This design comes from an exercise in tuning for a short achievable clock period and few clock cycles on the open sky130 flow, not from production work.
Function was checked by simulation only, so behaviour that the tests miss may differ from the original.
No activity file was given, so power comes from the tool's default toggle rates.

rev 12:
## RV32Core
module RV32Core(
    input wire CPU_CLK,
    input wire CPU_RST,
    output wire [31:0] IMEM_A,
    input wire [31:0] IMEM_RD,
    output wire [31:0] DMEM_A,
    output wire [31:0] DMEM_WD,
    output wire [3:0] DMEM_WE,
    input wire [31:0] DMEM_RD
    );
Settings: LEC_CHECK=0, CAP_MARGIN=20, CORE_MARGIN=2, CORE_UTILIZATION=35, PLACE_DENSITY=0.55, SLEW_MARGIN=20, SYNTH_HIERARCHICAL=1; clock period 10.0 ns.
standard.sh (not shown) runs the stock make flow with config.mk's settings and CLKGATE_MAP_FILE= SYNTH_SCRIPT=/design/flow/synth_recipe.tcl, a recipe that flattens the netlist after the stock synthesis.
==> flow/flow/run.sh <==
#!/bin/bash
set -euo pipefail
MARGIN=${MARGIN:-6.8}
bash standard.sh SETUP_SLACK_MARGIN=$MARGIN finish > standard_flow.log 2>&1
Testbench counts of rev 12, summed over its fixed seeds: cycles 228,080.
What rev 13 does differently from rev 12 at the input level:
Settings: CORE_UTILIZATION now 50, was 35; PLACE_DENSITY now 0.65, was 0.55.
Findings:
- Looking at the reports, rev 13 completed the entire flow and the layout it produced met the timing, design-rule and antenna checks.
- Rev 13 ends up with a CTS buffer count that is about 5.6% lower than in rev 12.
- When the final numbers for rev 13 and rev 12 were put side by side, the non-clock inverter total of the final layout turned out to be smaller in rev 12.
- Diff rev 12 -> rev 13 | total design power | down by a few percent
- Rev 13 ends up with a clock insertion delay at the later pin of the skew report that is 0.08 ns lower than in rev 12.

---

Setup of job 6317:
Another version of the RTL of RV32Core (not shown whole).
Size: roughly 11000 cells after synthesis, roughly 170 I/O pins.
==> flow/config.mk <==
export PLATFORM = sky130hd
export DESIGN_NAME = RV32Core
export DESIGN_NICKNAME = RV32Core
export VERILOG_FILES = /design/flow/design.v
export SDC_FILE = /design/flow/constraint.sdc
export NUM_CORES = 8
export LEC_CHECK = 0
export CAP_MARGIN = 20
export CORE_MARGIN = 2
export CORE_UTILIZATION = 50
export PLACE_DENSITY = 0.65
export SLEW_MARGIN = 20
export SYNTH_HIERARCHICAL = 1
export TNS_END_PERCENT = 20
==> flow/constraint.sdc <==
create_clock -name core_clock -period 10.0 [get_ports {CPU_CLK}]
set_input_delay 2.0000 -clock core_clock [delete_from_list [all_inputs] [get_ports {CPU_CLK}]]
set_output_delay 2.0000 -clock core_clock [all_outputs]
set_load 0.01 [all_outputs]
Scripts as last shown in full above: flow/flow/run.sh
Testbench counts of job 6317, summed over its fixed seeds: cycles 229,130.
## Diff of input files: job 9073 against job 6317
Settings: TNS_END_PERCENT removed (was 20).
Looking at register-to-register slack, job 9073 sits below job 6317.
Summary of job 9073 over job 6317: number of stages on the worst setup path shows an increase of 6; power shows no meaningful change.
Input-level comparison between job 7321 and job 9073:
Settings: PLACE_DENSITY changed from 0.65 to 0.75.
--- outcome ---
Delta (job 7321 minus job 9073): static leakage power has remained practically unchanged; data required time at the worst endpoint decreased by 2780 ps relative to the old numbers. In the reports for job 7321 and job 9073, the larger met1 wire length belongs to job 9073. Power in combinational cells: job 9073 vs job 7321 — no meaningful difference. Wire: job 7321 routes more than job 9073. Critical path's largest stage delay: job 7321 vs job 9073 down 200 ps. Utilization: job 7321 vs job 9073, no meaningful difference. Between job 7321 and job 9073, the difference in final instance count without filler cells is negligible. Sort job 7321 and job 9073 by global-route usage, descending, and job 7321 comes first.

---

nickel:
RV32Core, a different RTL version from the one above (not shown whole).
Size: roughly 170 I/O pins.
export LEC_CHECK = 0
export CAP_MARGIN = 20
export CORE_MARGIN = 2
export CORE_UTILIZATION = 50
export PLACE_DENSITY = 0.65
export SLEW_MARGIN = 20
export SYNTH_HIERARCHICAL = 1
create_clock -name core_clock -period 10.0 [get_ports {CPU_CLK}]
Scripts as last shown in full above: flow/flow/run.sh
nickel finished every step from synthesis to the final layout, and the layout passed the timing, design-rule and antenna checks.
Testbench counts of nickel, summed over its fixed seeds: cycles 229,130.
Modified inputs, juniper compared to nickel
==> flow/flow/run.sh <==
#!/bin/bash
set -euo pipefail
MARGIN=${MARGIN:-7.0}
bash standard.sh SETUP_SLACK_MARGIN=$MARGIN finish > standard_flow.log 2>&1
Results
juniper ended up with DMEM_A[28] as its worst setup path endpoint; nickel ended up with DMEM_A[18]. juniper and nickel ended up with roughly the same clock skew. Average detailed-routed wire length per instance of juniper exceeds that of nickel slightly. As of juniper, global-route wire length before repair had risen slightly compared to nickel. Between juniper and nickel, the multi-input gate count does not differ in any meaningful way. After detailed routing, nickel needs less wire than juniper. From nickel to juniper, floorplan core area did not move at all. Taking juniper over nickel, the initial antenna violation count ratio works out to 1.09. Synthesized cell count of nickel is on par with juniper. Total number of vias went up slightly going from nickel to juniper. For the switching share of total power, juniper came in 0.18 points higher than nickel did.

---

RV32Core with an RTL version that a note above also has.
Size: ~11000 cells after synthesis, about 170 I/O pins.
## RV32Core
module RV32Core(
    input wire CPU_CLK,
    input wire CPU_RST,
    output wire [31:0] IMEM_A,
    input wire [31:0] IMEM_RD,
    output wire [31:0] DMEM_A,
    output wire [31:0] DMEM_WD,
    output wire [3:0] DMEM_WE,
    input wire [31:0] DMEM_RD
    );
    wire clk = CPU_CLK;
    wire rst = CPU_RST;
    localparam NBTB = 2;
    reg [31:0] pc_f;           
    reg [31:0] pcn_f;          
    wire [31:0] pcq = ~pcn_f;
    reg        v_i;            
    reg [31:0] pc_i;
    reg        bh_i;           
    reg        skid_v;         
    reg [31:0] skid, skid_pc;
    reg [11:0] skid_lo;
    reg [31:12] skid_ihi;
    reg        skid_bh;
    reg        v_d;
    reg [31:0] pc_d;
    reg        bh_d;
    reg [31:0] oh1, oh2;       
    reg [4:0]  rs1_d, rs2_d, rd_d;
    reg [2:0]  f3_d;
    reg        ld_d, st_d, br_d, jalr_d, jal_d;
    reg        use1_d, use2_d, wr_d, bimm_d, useA_d, useC_d, useS_d, useM_d;
    reg        rdir_d;         
    reg [31:0] imm_d;
    reg [11:0] lo_d;           
    reg [31:12] ihi_d;         
    reg        s_add_d, s_sub_d, s_sll_d, s_srl_d, s_sra_d, s_slt_d, s_sltu_d,
               s_xor_d, s_or_d, s_and_d, s_imm_d, s_pcadd_d, s_pc4_d;
    reg        v_e;
    reg [31:0] pc_e;
    reg [4:0]  rd_e;
    reg        wr_e;           
    reg        ld_e, st_e, br_e, jalr_e, jal_e;
    reg [2:0]  f3_e;
    reg [31:0] imm_e;
    reg [31:0] aA, oA, aC, bC, a, o2;
    reg        s_add, s_sub, s_sll, s_srl, s_sra, s_slt, s_sltu, s_xor, s_or, s_and,
               s_pre;
    reg [31:0] pre_e;          
    reg [31:0] pc4_e;
    reg        pt_e;           
    reg [31:0] sum_m, rest_m;   
    reg        sadd_m;
    reg [31:0] dmem_a_q;
    reg [31:0] dmem_wd_q;
    reg [3:0]  dmem_we_q;
    reg [4:0]  rd_m;
    reg        v_m, wr_m, ld_m;
    reg [2:0]  f3_m;
    reg [31:0] res_w;
    reg [4:0]  rd_w;
    reg        wr_w, ld_w;
    reg [31:1] wen_w;          
    reg [2:0]  f3_w;
    reg [1:0]  a_w;
    reg [31:0] rf [1:31];
    reg [NBTB-1:0] btb_v;
    reg [29:0] btb_tag [0:NBTB-1];
    reg [29:0] btb_tgt [0:NBTB-1];
    reg        btb_ptr;
    assign IMEM_A  = pc_f;
    assign DMEM_A  = dmem_a_q;
    assign DMEM_WD = dmem_wd_q;
    assign DMEM_WE = dmem_we_q;
    reg        btb_hit;
    reg [29:0] btb_t;
    integer bi;
    always @(*) begin
        btb_hit = 1'b0;
        btb_t = 30'd0;
  ...
Settings: LEC_CHECK=0, CAP_MARGIN=20, CORE_MARGIN=2, CORE_UTILIZATION=42, PLACE_DENSITY=0.6, SLEW_MARGIN=20, SYNTH_HIERARCHICAL=1; clock period 10.0 ns.
==> flow/flow/run.sh <==
#!/bin/bash
set -euo pipefail
MARGIN=${MARGIN:-6.8}
bash standard.sh SETUP_SLACK_MARGIN=$MARGIN finish > standard_flow.log 2>&1
The starting point completed without violations.
Testbench counts at the start, summed over its fixed seeds: cycles 228,080.
Then changed:
--- a/flow/flow/run.sh
+++ b/flow/flow/run.sh
@@ -3 +3 @@
-MARGIN=${MARGIN:-6.8}
+MARGIN=${MARGIN:-6.6}
CORE_UTILIZATION = 35   (was 42)
PLACE_DENSITY = 0.55   (was 0.6)
After rerunning: The new run completed with no timing, DRC or antenna violations; die area rose by 20%; area after synthesis stays the same; clock skew rose by 70 ps; total power fell by 0.35%; first-iteration DRC count fell by 16%; maximum frequency stays flat; register-to-register slack gets better by 20 ps; routed wire length fell by 0.32%; critical path depth fell by 17.

## afterwards: timing with drivers on the ports
The results above use ideal ports. As a check the final layouts listed here were re-extracted and re-timed, cells and wires unchanged. Step 1 (the two cells are an assumption about what drives the block):
set clk [get_ports {CPU_CLK}]
set_driving_cell -lib_cell sky130_fd_sc_hd__clkbuf_16 $clk
set_driving_cell -lib_cell sky130_fd_sc_hd__buf_2 [delete_from_list [all_inputs] $clk]
Step 2 adds t to the input delays and takes it off the output delays; t is the mean of the earliest and latest rising clock arrival at the registers after step 1. Input paths then give back, and output paths get back, about the clock's delay inside the block. a / b / c = ideal ports / drivers / drivers and shift; a / b = the first two.
run | t, ns | setup slack, ns | worst hold slack (ns) | clock arrival spread, ns | cell pins on the clock port's net
rev 12 | 1.024 | 6.524 / 6.410 / 5.659 | 0.333 / 0.333 / 0.333 | 0.142 / 0.141 | 1
rev 13 | 0.956 | 6.605 / 6.513 / 5.709 | 0.327 / 0.327 / 0.327 | 0.069 / 0.068 | 1
job 6317 | 0.974 | 6.491 / 6.429 / 5.594 | 0.333 / 0.333 / 0.333 | 0.043 / 0.043 | 1
job 9073 | 0.942 | 6.505 / 6.416 / 5.766 | 0.321 / 0.321 / 0.321 | 0.091 / 0.091 | 1
job 7321 | 0.974 | 6.488 / 6.397 / 5.804 | 0.324 / 0.324 / 0.324 | 0.073 / 0.073 | 1
nickel | 0.974 | 6.523 / 6.421 / 5.706 | 0.323 / 0.323 / 0.323 | 0.086 / 0.086 | 1
juniper | 0.961 | 6.509 / 6.416 / 5.681 | 0.323 / 0.323 / 0.323 | 0.083 / 0.083 | 1
the first run of note 4 | 0.986 | 6.487 / 6.438 / 5.750 | 0.331 / 0.331 / 0.331 | 0.101 / 0.101 | 1
the second run of note 4 | 1.002 | 6.498 / 6.400 / 5.602 | 0.294 / 0.294 / 0.294 | 0.171 / 0.170 | 1
After both steps setup and hold are still met in every run listed. The setup slack of job 6317, which loses most, moves by -0.062 ns with the drivers and by -0.897 ns with both steps.
